This is an optimization exercise on Yosys and OpenROAD, whose aim is small area, a short achievable clock period and few clock cycles, not a production implementation. At most, simulation tests tie the RTL to the original design; equivalence was not proved. Power is estimated from default activity; no workload was simulated.

## main
==> module ARM_SingleCycle_CPU, before the edit <==
module ARM_SingleCycle_CPU
	#(parameter	BusWidth	= 32)
	(input logic		i_CLK, i_RESET,
	input logic[(BusWidth - 1):0]	i_Instr,
	output logic[(BusWidth - 1):0]	o_PC,
	output logic[(BusWidth - 1):0]	o_Data_Address,
	output logic					o_Mem_Write,
	output logic[(BusWidth - 1):0]	o_Write_Data,
	input logic[(BusWidth - 1):0]	i_Read_Data);
	logic[3:0]	s_Cond, s_Cmd, s_Rn, s_Rd, s_Rm;
	logic[1:0]	s_Op;
	logic		s_I, s_S;
	assign s_Cond	= i_Instr[31:28];
	assign s_Op		= i_Instr[27:26];
	assign s_I		= i_Instr[25];
	assign s_Cmd	= i_Instr[24:21];
	assign s_S		= i_Instr[20];
	assign s_Rn		= i_Instr[19:16];
	assign s_Rd		= i_Instr[15:12];
	assign s_Rm		= i_Instr[3:0];
	logic		s_DP, s_Mem, s_Branch, s_Load;
	assign s_DP		= ~s_Op[1] & ~s_Op[0];
	assign s_Mem	= ~s_Op[1] &  s_Op[0];
	assign s_Branch	=  s_Op[1];
	assign s_Load	= s_Mem & s_S;
	logic		s_Sub, s_Logic, s_Cmp;
	assign s_Sub	= s_DP & s_Cmd[1];
	assign s_Logic	= s_DP & ~s_Cmd[1] & (s_Cmd[3] == s_Cmd[2]);
	assign s_Cmp	= s_Cmd[3] & s_Cmd[1];
	logic[31:0]	s_PC;
	logic		s_N, s_Z, s_C, s_V;
	logic[31:0]	s_PC_Plus4, s_PC_Plus8;
	assign s_PC_Plus4 = s_PC + 32'd4;
	assign s_PC_Plus8 = s_PC + 32'd8;
	logic		s_Cond_Pass;
	ARM_ConditionCheck	ConditionCheck
		(s_Cond, s_N, s_Z, s_C, s_V, s_Cond_Pass);
	logic[31:0]	s_RD1, s_RD2, s_Result;
	logic		s_Reg_Write;
	logic[3:0]	s_RA2;
	assign s_RA2 = s_Op[0] ? s_Rd : s_Rm;
	ARM_RegisterFile	RegisterFile
		(i_CLK, i_RESET,
		s_Reg_Write, s_Rd, s_Result,
		s_Rn, s_Branch, s_RA2,
		s_PC_Plus8,
		s_RD1, s_RD2);
	logic[31:0]	s_B, s_B_X;
	always_comb
	begin
		case (s_Op)
			2'b00:		s_B = s_I ? {24'b0, i_Instr[7:0]} : s_RD2;
			2'b01:		s_B = {20'b0, i_Instr[11:0]};
			default:	s_B = {{6{i_Instr[23]}}, i_Instr[23:0], 2'b00};
		endcase
	end
	assign s_B_X = s_B ^ {32{s_Sub}};
	logic[32:0]	s_Sum;
	assign s_Sum = {1'b0, s_RD1} + {1'b0, s_B_X} + {32'b0, s_Sub};
	logic[31:0]	s_ALU;
	assign s_ALU = s_Logic ? (s_Cmd[3] ? (s_RD1 | s_B) : (s_RD1 & s_B)) : s_Sum[31:0];
	assign s_Result = s_Load ? i_Read_Data : s_ALU;
	logic		s_Flag_N, s_Flag_Z, s_Flag_C, s_Flag_V;
	assign s_Flag_N = s_ALU[31];
	assign s_Flag_Z = ~|s_ALU;
	assign s_Flag_C = s_Sum[32];
	assign s_Flag_V = (s_RD1[31] == s_B_X[31]) & (s_Sum[31] != s_RD1[31]);
	logic		s_Flag_Write;
	assign s_Flag_Write = s_Cond_Pass & s_DP & s_S;
	always_ff	@(posedge i_CLK, posedge i_RESET)
	begin
		if (i_RESET)
		begin
			s_N <= 1'b0;
			s_Z <= 1'b0;
			s_C <= 1'b0;
			s_V <= 1'b0;
		end
		else if (s_Flag_Write)
		begin
			s_N <= s_Flag_N;
			s_Z <= s_Flag_Z;
			if (~s_Logic)
			begin
				s_C <= s_Flag_C;
				s_V <= s_Flag_V;
			end
		end
	end
	logic		s_Writes_Rd, s_PC_Src;
	assign s_Writes_Rd	= (s_DP & ~s_Cmp) | s_Load;
	assign s_Reg_Write	= s_Cond_Pass & s_Writes_Rd;
	assign s_PC_Src		= s_Cond_Pass & (s_Branch | ((s_DP | s_Load) & (s_Rd == 4'd15)));
	always_ff	@(posedge i_CLK, posedge i_RESET)
	begin
		if (i_RESET)	s_PC <= 32'd0;
		else			s_PC <= s_PC_Src ? s_Result : s_PC_Plus4;
	end
	assign o_PC				= s_PC;
	assign o_Data_Address	= s_Sum[31:0];
	assign o_Mem_Write		= s_Cond_Pass & s_Mem & ~s_S;
	assign o_Write_Data		= s_RD2;
endmodule
==> flow/config.mk <==
export PLATFORM = sky130hd
export DESIGN_NAME = ARM_SingleCycle_CPU
export DESIGN_NICKNAME = ARM_SingleCycle_CPU
export VERILOG_FILES = /design/flow/design.v
export SDC_FILE = /design/flow/constraint.sdc
export NUM_CORES = 4
export LEC_CHECK = 0
export CAP_MARGIN = 20
export CORE_MARGIN = 2
export CORE_UTILIZATION = 40
export PLACE_DENSITY = 0.6
export SETUP_SLACK_MARGIN = 5
export SLEW_MARGIN = 20
==> flow/constraint.sdc <==
create_clock -name core_clock -period 14.0 [get_ports {i_CLK}]
set_input_delay 2.8000 -clock core_clock [delete_from_list [all_inputs] [get_ports {i_CLK}]]
set_output_delay 2.8000 -clock core_clock [all_outputs]
set_load 0.01 [all_outputs]
run.sh (not shown) runs the stock make flow with config.mk's settings and CLKGATE_MAP_FILE= SYNTH_SCRIPT=/design/flow/synth_recipe.tcl, a recipe that flattens the netlist after the stock synthesis.
main went all the way through synthesis, placement and routing and the layout is clean on timing, DRC and antenna.
The inputs of the feature branch differ from those of main as listed below.
--- a/flow/design.v
+++ b/flow/design.v
@@ -117,11 +117,14 @@
 	begin
 		case (s_Op)
 			2'b00:		s_B = s_I ? {24'b0, i_Instr[7:0]} : s_RD2;
-			2'b01:		s_B = {20'b0, i_Instr[11:0]};
 			default:	s_B = {{6{i_Instr[23]}}, i_Instr[23:0], 2'b00};
 		endcase
 	end
 	assign s_B_X = s_B ^ {32{s_Sub}};
+	logic[12:0]	s_Addr_Lo;
+	logic[19:0]	s_Addr_Hi;
+	assign s_Addr_Lo = {1'b0, s_RD1[11:0]} + {1'b0, i_Instr[11:0]};
+	assign s_Addr_Hi = s_RD1[31:12] + {19'b0, s_Addr_Lo[12]};
 	logic[32:0]	s_Sum;
 	assign s_Sum = {1'b0, s_RD1} + {1'b0, s_B_X} + {32'b0, s_Sub};
 	logic[31:0]	s_ALU;
@@ -164,7 +167,7 @@
 		else			s_PC <= s_PC_Src ? s_Result : s_PC_Plus4;
 	end
 	assign o_PC				= s_PC;
-	assign o_Data_Address	= s_Sum[31:0];
+	assign o_Data_Address	= {s_Addr_Hi, s_Addr_Lo[11:0]};
 	assign o_Mem_Write		= s_Cond_Pass & s_Mem & ~s_S;
 	assign o_Write_Data		= s_RD2;
 endmodule
Going from main to the feature branch, share of layout cells above drive strength 1 saw a decrease; count of placed standard cells including taps moved up; final standard cell area without fillers shows a reduction of 0.0025 mm²; synthesized cell count increased 117. Comparing die footprint for the feature branch and main, the smaller number came from main. Final hold slack: the feature branch better than main. Going from main to the feature branch, global-route usage shrank by 5.0 points, area fraction in and, or, nand and nor cells after synthesis higher, routed wire length on met2 shows a reduction of 4800 µm, portion of total power attributed to the clock network went down 1.6 points, setup slack picked up an extra 0.30 ns.
Testbench counts of the feature branch, summed over its fixed seeds: cycles 76,800.
No functional check of the RTL was part of main.

## separate check: timing with driven ports
The results above use ideal ports. As a check the final layouts listed here were re-extracted and re-timed, cells and wires unchanged.
Step 1 assumes that a clkbuf_16 drives the clock port and a buf_2 every other input.
Step 2 also shifts input and output timing later by t, the mid clock arrival at the registers, as if the neighbouring blocks saw the same clock.
Slacks: no drivers / after step 1 / after step 2; pairs: no drivers / after step 1.
| run | shift t [ns] | slack for setup (ns) | latest minus earliest clock arrival (ns) | slew at the worst register clock pin (ns) |
|---|---|---|---|---|
| main | 0.718 | 3.462 / 3.236 / 3.236 | 0.031 / 0.031 | 0.08 / 0.08 |
| the feature branch | 0.681 | 3.763 / 3.644 / 3.644 | 0.017 / 0.016 | 0.07 / 0.07 |
After both steps setup and hold are still met in every run listed. The setup slack of main, which loses most, moves by -0.226 ns with the drivers and by -0.226 ns with both steps.
